From an optimization exercise on the open Yosys and OpenROAD flow, aimed at small area, a short achievable clock period and few clock cycles; shortcuts taken in it are not production practice. Only simulation tests tie the RTL to the original design; equivalence was not proved.

## flow/design.v (module list and top-level ports; edited modules follow where they fit)
// module fa1: 4 lines
// module ha1: 4 lines
// module fft8_top: 506 lines
module fft8_top #(
parameter N= 8,
parameter WIDTH= 12,
parameter FRACTION = 8
)(
input  wire clk,
input  wire rst,
input  wire start,
input  wire load,
input  wire [$clog2(N)-1:0] load_addr,
input  wire signed [WIDTH-1:0] data_in_re,
input  wire signed [WIDTH-1:0] data_in_im,
input  wire [$clog2(N)-1:0] out_addr,
output reg  done,
output reg  signed [WIDTH-1:0] data_out_re,
output reg  signed [WIDTH-1:0] data_out_im
);
  // ...
==> flow/flow/run.sh <==
#!/bin/bash
# Standard layout (the standard.sh: standard synthesis, floorplan, place,
# CTS, route, finish), with the timing repair asked to leave 7.75 ns of setup
# slack at the design's clock period.  The constraints are unchanged.
set -euo pipefail
bash standard.sh SETUP_SLACK_MARGIN=7.75 finish > standard_flow.log 2>&1
==> flow/standard.sh <==
#!/bin/bash
# synth_recipe.tcl (not shown) runs the flow's synth.tcl, then flattens the netlist and writes it again
# the make line also repeats each setting of config.mk as NAME=value (left out here)
make -C /OpenROAD-flow-scripts/flow DESIGN_CONFIG=/design/flow/config.mk WORK_HOME=/design/flow/orfs CLKGATE_MAP_FILE= SYNTH_SCRIPT=/design/flow/synth_recipe.tcl "${@:-finish}"
==> flow/config.mk <==
export PLATFORM = sky130hd
export DESIGN_NAME = fft8_top
export DESIGN_NICKNAME = fft8_top
export VERILOG_FILES = /design/flow/design.v
export SDC_FILE = /design/flow/constraint.sdc
export NUM_CORES = 4
export LEC_CHECK = 0
export CAP_MARGIN = 20
export CORE_MARGIN = 2
export CORE_UTILIZATION = 40
export SLEW_MARGIN = 20
export SYNTH_HIERARCHICAL = 1
export SYNTH_MINIMUM_KEEP_SIZE = 0
==> flow/constraint.sdc <==
create_clock -name core_clock -period 15.0 [get_ports {clk}]
set_input_delay 3.0000 -clock core_clock [delete_from_list [all_inputs] [get_ports {clk}]]
set_output_delay 3.0000 -clock core_clock [all_outputs]
set_load 0.01 [all_outputs]
==> impl_metrics.csv, run 1 <==
group,metric,value,unit
sta,rsz0062_at_grt,"true",
worst_setup_path,cpPeakStageDelay,0.30,ns
detailed_routing,ant_nets,0,
clocking,cts_tree,"done",
placed_design,pre_cts_ws,6.35,ns
synth,synth-async-reset-ratio,1.42,%
finish,num-clock-buffers,35,
worst_setup_path,timing.rr.end,"acc[14][10]",
worst_setup_path,critPathMaxFanout,5,
outcome,status,"timing/DRC/antenna clean",
worst_setup_path,crit_type,"primary input to output port",
worst_setup_path,r2r_slack,7.93,ns
finish,num-nonclk-inverters,129,
synth,synth_area_leader_cell,"fa_1",
floorplan,fp.dieH,234,um
hold_path,hold_depth,0,
synth,ys.flop_type,"dfxtp_1",
worst_setup_path,reg2regPathDepth,19,
detailed_routing,wl_per_cell,21.6,um
worst_setup_path,cp.depth,7,
clocking,clock_latency,0.56,ns
synth,muxShareOfSynthArea,7.68,%
finish,fin_cells,2868,
floorplan,core_area,0.0523,mm2
clocking,cts.sink_count,211,
synth,syn_area,0.0211,mm2
finish,layout_commonest_cell,"fa_1",
global_route,grt_start_max_net_pins,102,
global_route,overflow,0,
global_route,grt_use_met3,2.01,%
finish,diodes,0,
clocking,root_buffer,"clkbuf_16",
global_route,grt_pass1_vias,16173,
worst_setup_path,cp_top_family,"compound AO/OA/AOI/OAI gates",
clocking,cts_hold_buf,0,
detailed_routing,wl_met3,2770,um
clocking,clk_pin_slew,0.07,ns
sta,drv_slew,0,
finish,multi_input_comb_cells,1679,
worst_setup_path,cp-start-kind,"primary input",
clocking,cts_buffer_depth,3,
global_route,grt_util_met2,38.2,%
Testbench counts, summed over its fixed seeds: cycles 5,760.
==> run 2, diff against run 1 <==
--- a/flow/config.mk
+++ b/flow/config.mk
@@ -5,6 +5,7 @@
 export SDC_FILE = /design/flow/constraint.sdc
 export NUM_CORES = 4
 export LEC_CHECK = 0
+export ABC_AREA = 1
 export CAP_MARGIN = 20
 export CORE_MARGIN = 2
 export CORE_UTILIZATION = 40
==> run 2 against run 1 <==
Effect of this change:
- setup slack got worse by 0.024 ns
- first-iteration DRC count up 77%
- still clean on timing, DRC and antenna
- non-clock buffer count shrank 16
- final area shrank 0.50%
- sequential cell count did not move
- register-to-register slack better by 0.11 ns
- synthesized cell count grew 31%
==> impl_metrics.csv, run 2 <==
group,metric,value,unit
worst_setup_path,r2r_slack,8.04,ns
detailed_routing,wl_per_cell,22.2,um
synth,yosysWarnings,8,
run,maxCapViolations,0,
worst_setup_path,reg2reg_from,"pend[10]",
placed_design,io_buffer_count,58,
clocking,cts_buffers,24,
floorplan,core_area,0.0529,mm2
hold_path,min-delay-start,"fresh",
outcome,status,"timing/DRC/antenna clean",
sta,worst_pin_slew,0.893,ns
synth,avgSynthCellArea,7.77,um2
finish,drive_gt1_share,4.87,%
worst_setup_path,timing.rr.end,"acc[8][4]",
synth,synth.area.top_cells,"fa_1 28%, dfxtp_1 19%, nand2_1 9.6%, inv_1 8.1%, nor2_1 6.4%",
finish,area_delta_synth_final,11.7,%
floorplan,io_pins,59,
detailed_routing,drc,0,
sta,period_needed,7.27,ns
detailed_routing,vias,18713,
worst_setup_path,cp-start-kind,"primary input",
clocking,cts_tree,"done",
sta,maxSlewHeadroom,40.2,%
sta,rsz0062_at_grt,"true",
synth,synth_edf_count,0,
clocking,root_buffer,"clkbuf_16",
sta,max_freq,137,MHz
synth,syn_area,0.0215,mm2
synth,ys_seq_area_share,19.7,%
synth,ys.flop_type,"dfxtp_1",
detailed_routing,drtIter0Drc,1908,
hold_path,worstHoldPathType,"flop to flop",
sta,setup_viol,0,
worst_setup_path,cpPeakStageDelay,0.29,ns
worst_setup_path,reg2regPathDepth,22,
finish,largest_reg_flops,192,
synth,post-synth-top-count-cell,"nand2_1",
finish,layout_commonest_cell,"nand2_1",
worst_setup_path,cp_top_family,"buffers and inverters",
synth,ys_top_cells_by_count,"548 x nand2_1, 462 x inv_1, 365 x nor2_1",
detailed_routing,viasPerCell,5.35,
sta,hold-worst-slack,0.485,ns
synth,synthCells,2768,
sta,fin_skew,0.0236,ns
clocking,clk_pin_slew,0.06,ns
sta,drv_slew,0,
worst_setup_path,cp-end-kind,"output port",
detailed_routing,ant_nets,0,
worst_setup_path,critPathMaxFanout,12,
global_route,overflow,0,
synth,synth_area_leader_cell,"fa_1",
synth,yosysUniqueCellTypes,38,
worst_setup_path,crit_chain,"buf_8 -> inv_4 -> nand3_4 -> o22ai_1 -> nor2_1 -> o211ai_1 -> clkdlybuf4s15_2",
worst_setup_path,crit_type,"primary input to output port",
worst_setup_path,crit_required,12.00,ns
placed_design,dpl.hpwl,62200,um
synth,synth-async-reset-ratio,1.42,%
floorplan,chipWidth,236,um
synth,synth_top_area_share,28.5,%
clocking,clock_latency,0.56,ns
floorplan,rows,84,
sta,timing.final.hold_violations,0,
synth,ys_ff_latch,211,
global_route,grt_start_max_net_pins,90,
worst_setup_path,critPathLaunch,"out_addr[1]",
sta,tns,0,ns
worst_setup_path,arrival,4.27,ns
hold_path,min_to,"fresh",
clocking,cts_buffer_depth,3,
finish,fillers,5304,
clocking,cts_hold_buf,0,
finish,regMostFlops,"acc",
worst_setup_path,crit_slowest_cell,"clkdlybuf4s15_2",
worst_setup_path,critPathBufInv,3,
floorplan,fp.dieH,236,um
global_route,antenna_found_initial,2,
clocking,cts.sink_count,211,
global_route,grt_pass1_vias,18837,
finish,layout.nets,3220,
global_route,grt.total_usage,27.8,%
finish,final_cell_mix,"545 x nand2_1, 458 x inv_1, 364 x nor2_1",
sta,fin_crit_sh,48.5,%
floorplan,start_util,40.7,%
detailed_routing,finalWirelength,77800,um
hold_path,hold_depth,2,
detailed_routing,first_pass_iters,6,
global_route,grt_pass1_wl,116000,um
floorplan,die-area,0.0556,mm2
finish,reg.largest.list,"acc (192), pend (16)",
placed_design,globalplace.congestion,0.979,
clocking,htree_levels,1,
-- run 2: worst max path at each step --
stage / endpoint / cells past startpoint
after global placement: data_out_im[8] / 7
final: data_out_im[9] / 7
after floorplan: data_out_im[0] / 6
after CTS: data_out_im[2] / 8
after global routing: data_out_re[1] / 8
after detailed placement: data_out_im[8] / 7
-- run 2: kinds of logic (layout without fill, tap and decap cells) --
family / count (synthesis) / count (layout) / share of synthesized area (%)
simple gates: 1046 / 1050 / 19.2
buf+inv: 576 / 608 / 10.5
fa+ha+maj: 391 / 391 / 33.4
compound gates: 360 / 360 / 9.72
flops: 211 / 211 / 19.7
xor+xnor: 182 / 182 / 7.41
other cells: 2 / 11 / 0.0349
-- run 2: tightest hold or removal path, stage by stage (launching register included) --
cell,delay [ns]
dfstp_2,0.38
inv_1,0.04
o21ai_0,0.06
-- run 2: stage by stage --
| step | util, % | setup slack (ns) | area, um2 | cells |
|---|---|---|---|---|
| floorplan | - | 8.17 | 21500 | 2776 |
| global placement | 42.8 | 6.11 | 22600 | 3429 |
| detailed placement | 42.8 | 6.06 | 22600 | 3429 |
| CTS | 45.2 | 7.75 | 23900 | 3493 |
| global route | 45.4 | 7.71 | 24000 | 3500 |
| finish | 45.4 | 7.73 | 24000 | 3501 |
-- run 2: per-module statistics from Yosys, one instance, submodules excluded --
module	cells inside	copies in the design	area, um2
ha1	1	6	12.5
fa1	1	296	20.0
fft8_top	2466	1	15500
-- run 2: repair_timing --
action | 4_1_cts | 5_1_grt
pin swaps | 6 | 5
setup buffers | 13 | 3
setup endpoints to repair | 91 | 45
cloned | 8 | 4
resized for setup | 134 | 36
-- run 2: cell type report --
class                      instances  area [um2]  area share, %
multi-input combinational       1993       15200           63.5
timing repair inverter             3        25.0          0.104
clock inverter                     4        45.0          0.187
inverter                         466        1810           7.52
sequential                       211        4240           17.7
antenna                            1        2.50         0.0104
tap                              688         861           3.58
clock buffer                      39         728           3.03
timing repair buffer              96        1070           4.45
-- run 2: metal layers --
layer / global-route usage, % / up-vias / share of wire, %
met1: 37.6 / 9081 / 42
met3: 4.81 / 197 / 8.4
met2: 44.2 / 882 / 45
li1: - / 8553 / -
met4: 10.9 / 0 / 4.6
met5: 0 / - / 0
==> run 3, diff against run 2 <==
--- a/flow/config.mk
+++ b/flow/config.mk
@@ -8,7 +8,7 @@
 export ABC_AREA = 1
 export CAP_MARGIN = 20
 export CORE_MARGIN = 2
-export CORE_UTILIZATION = 40
+export CORE_UTILIZATION = 50
 export SLEW_MARGIN = 20
 export SYNTH_HIERARCHICAL = 1
 export SYNTH_MINIMUM_KEEP_SIZE = 0
==> run 3 against run 2 <==
Effect of this change:
- non-clock buffer count rose by 22
- sequential share of layout area fell by 0.18 points
- largest cell class unchanged
- via count rose by 2.8%
- register-to-register slack improved by 0.05 ns
- still clean on timing, DRC and antenna
- hold slack improved by 0.00096 ns
- sequential cell count did not move
==> impl_metrics.csv, run 3 <==
group,metric,value,unit
clocking,cts_buffers,27,
placed_design,globalplace.congestion,0.989,
synth,synth_edf_count,0,
synth,post-synth-top-count-cell,"nand2_1",
synth,synth_top_area_share,28.5,%
clocking,clock_latency,0.57,ns
finish,reg.largest.list,"acc (192), pend (16)",
global_route,globalRouteMet1Util,47.1,%
global_route,grt_use_met3,7.08,%
synth,yosysWarnings,8,
floorplan,fp.dieH,211,um
synth,ys_top_cells_by_count,"548 x nand2_1, 462 x inv_1, 365 x nor2_1",
sta,setup_viol,0,
clocking,cts_buffer_depth,3,
global_route,grt_pass1_wl,119000,um
sta,rsz0062_at_grt,"true",
sta,drv_slew,0,
synth,synth_area_leader_cell,"fa_1",
finish,regMostFlops,"acc",
floorplan,chipWidth,211,um
sta,maxSlewHeadroom,39.0,%
worst_setup_path,arrival,4.28,ns
global_route,globalRoute.busiestLayer,"met2",
hold_path,worstHoldPathType,"flop to flop",
sta,max_freq,137,MHz
global_route,grt_util_met2,58.4,%
worst_setup_path,cp-end-kind,"output port",
sta,timing.final.hold_violations,0,
sta,tns,0,ns
synth,ys_seq_area_share,19.7,%
floorplan,rows,75,
global_route,grt.total_usage,36.5,%
global_route,grt_start_max_net_pins,94,
sta,fin_crit_sh,48.5,%
finish,fillers,4010,
run,maxCapViolations,0,
worst_setup_path,crit_type,"primary input to output port",
floorplan,core_area,0.0422,mm2
synth,avgSynthCellArea,7.77,um2
clocking,cts_tree,"done",
global_route,overflow,0,
worst_setup_path,cp-start-kind,"primary input",
synth,ys_ff_latch,211,
finish,final_cell_mix,"544 x nand2_1, 457 x inv_1, 364 x nor2_1",
global_route,grt_pass1_vias,19216,
floorplan,start_util,50.9,%
sta,fin_skew,0.0308,ns
synth,synth.area.top_cells,"fa_1 28%, dfxtp_1 19%, nand2_1 9.6%, inv_1 8.1%, nor2_1 6.4%",
detailed_routing,drtIter0Drc,2169,
synth,yosysUniqueCellTypes,38,
sta,period_needed,7.28,ns
clocking,clk_pin_slew,0.06,ns
detailed_routing,wl_per_cell,23.7,um
placed_design,dpl.hpwl,62300,um
floorplan,io_pins,59,
outcome,status,"timing/DRC/antenna clean",
global_route,antenna_found_initial,1,
sta,hold-worst-slack,0.486,ns
placed_design,io_buffer_count,58,
detailed_routing,ant_nets,0,
detailed_routing,viasPerCell,5.68,
finish,layout_commonest_cell,"nand2_1",
floorplan,die-area,0.0447,mm2
clocking,root_buffer,"clkbuf_16",
clocking,cts_hold_buf,0,
finish,area_delta_synth_final,12.9,%
clocking,htree_levels,1,
worst_setup_path,critPathMaxFanout,6,
sta,worst_pin_slew,0.915,ns
detailed_routing,vias,19237,
synth,synthCells,2768,
finish,largest_reg_flops,192,
detailed_routing,drc,0,
synth,syn_area,0.0215,mm2
worst_setup_path,reg2regPathDepth,25,
worst_setup_path,crit_required,12.00,ns
synth,synth-async-reset-ratio,1.42,%
detailed_routing,finalWirelength,80300,um
finish,layout.nets,3250,
detailed_routing,first_pass_iters,7,
clocking,cts.sink_count,211,
synth,ys.flop_type,"dfxtp_1",
hold_path,hold_depth,2,
finish,drive_gt1_share,6.15,%
==> run 3: cell counts after synthesis <==
Identical to the previous run, type by type.
==> run 3: modules after synthesis, one instance, submodules excluded <==
module	flip-flops and latches	area, um2
fa1	0	20.0
fft8_top	211	15500
ha1	0	12.5
==> run 3: worst paths after layout <==
path                                  start              to  slack [ns]
max in group asynchronous               rst           fresh       12.12
worst max-delay path            out_addr[1]  data_out_re[2]        7.72
min in group asynchronous               rst            done        2.64
worst max register to register   acc[10][2]      acc[10][4]        8.09
worst min register to register        fresh           fresh        0.49
worst min-delay path                  fresh           fresh        0.49
==> run 3: layer usage <==
| layer | part of all wire (%) | wire length (um) |
|---|---|---|
| met3 | 8.8 | 7060 |
| met4 | 6.2 | 4960 |
| met1 | 40 | 31800 |
| met2 | 45 | 36500 |
| met5 | 0.017 | 14 |
==> run 3: cells by family (layout without fill, tap and decap cells) <==
group	count (synthesis)	count (layout)	synth area share [%]
other	2	11	0.0349
AO/OA/AOI/OAI	360	360	9.72
AND/OR/NAND/NOR	1046	1055	19.2
adder cells (fa/ha/maj)	391	391	33.4
buffers and inverters	576	636	10.5
flip-flops	211	211	19.7
XOR/XNOR	182	182	7.41
==> run 3: stage by stage <==
step / worst slack, ns / util (%) / instances / area (um2)
after floorplan: 8.17 / - / 2776 / 21500
after global placement: 6.09 / 53.1 / 3279 / 22400
after detailed placement: 6.09 / 53.1 / 3279 / 22400
after CTS: 7.73 / 56.9 / 3374 / 24000
after global routing: 7.70 / 57.5 / 3384 / 24300
final: 7.72 / 57.5 / 3385 / 24300
==> run 3: repair_timing <==
item	4_1_cts	5_1_grt
gates cloned	12	3
endpoints found under the setup margin	106	41
pin swaps	12	10
gates resized for setup	146	46
buffers inserted	34	7
==> run 3: final cells by class <==
| class | instances | area (um2) | area share (%) |
|---|---|---|---|
| multi-input combinational | 1998 | 15400 | 63.2 |
| sequential | 211 | 4240 | 17.5 |
| inverter | 466 | 1810 | 7.46 |
| timing repair buffer | 118 | 1260 | 5.21 |
| clock buffer | 41 | 808 | 3.33 |
| tap | 539 | 674 | 2.78 |
| clock inverter | 8 | 93.8 | 0.387 |
| timing repair inverter | 3 | 25.0 | 0.103 |
| antenna | 1 | 2.50 | 0.0103 |
==> run 3: worst max-delay path: stages <==
cell and delay (ns):
buf_16 0.10, buf_12 0.13, buf_12 0.14, nand3_4 0.19
buf_4 0.20, o22ai_1 0.14, a21oi_1 0.06, o211ai_1 0.12
clkbuf_2 0.18

-- static timing again, ports no longer ideal --
The flow's constraints put no driver on any port. The routed layouts listed below were extracted and timed again, unchanged, in two steps. Step 1 (the two cells are an assumption about what drives the block):
set clk [get_ports {clk}]
set_driving_cell -lib_cell sky130_fd_sc_hd__clkbuf_16 $clk
set_driving_cell -lib_cell sky130_fd_sc_hd__buf_2 [delete_from_list [all_inputs] $clk]
Step 2 times the ports against the registers' clock, not the clock port: input delays grow and output delays shrink by t, the midpoint of the rising clock arrivals with the driver on. Three values: ideal ports, drivers, drivers and shift; two values: the first two.
run | shift t [ns] | setup slack, ns | hold slack, ns | clock arrival spread, ns | pins driven straight from the clock port
run 1 | 0.605 | 7.750 / 7.622 / 7.349 | 0.433 / 0.433 / 0.433 | 0.024 / 0.023 | 1
run 2 | 0.599 | 7.726 / 7.683 / 7.315 | 0.485 / 0.485 / 0.485 | 0.025 / 0.025 | 1
run 3 | 0.621 | 7.725 / 7.633 / 7.275 | 0.486 / 0.486 / 0.486 | 0.034 / 0.034 | 1
After both steps setup and hold are still met in every run listed. For run 3, which loses most, drivers alone change the setup slack by -0.092 ns; drivers and shift together by -0.450 ns.
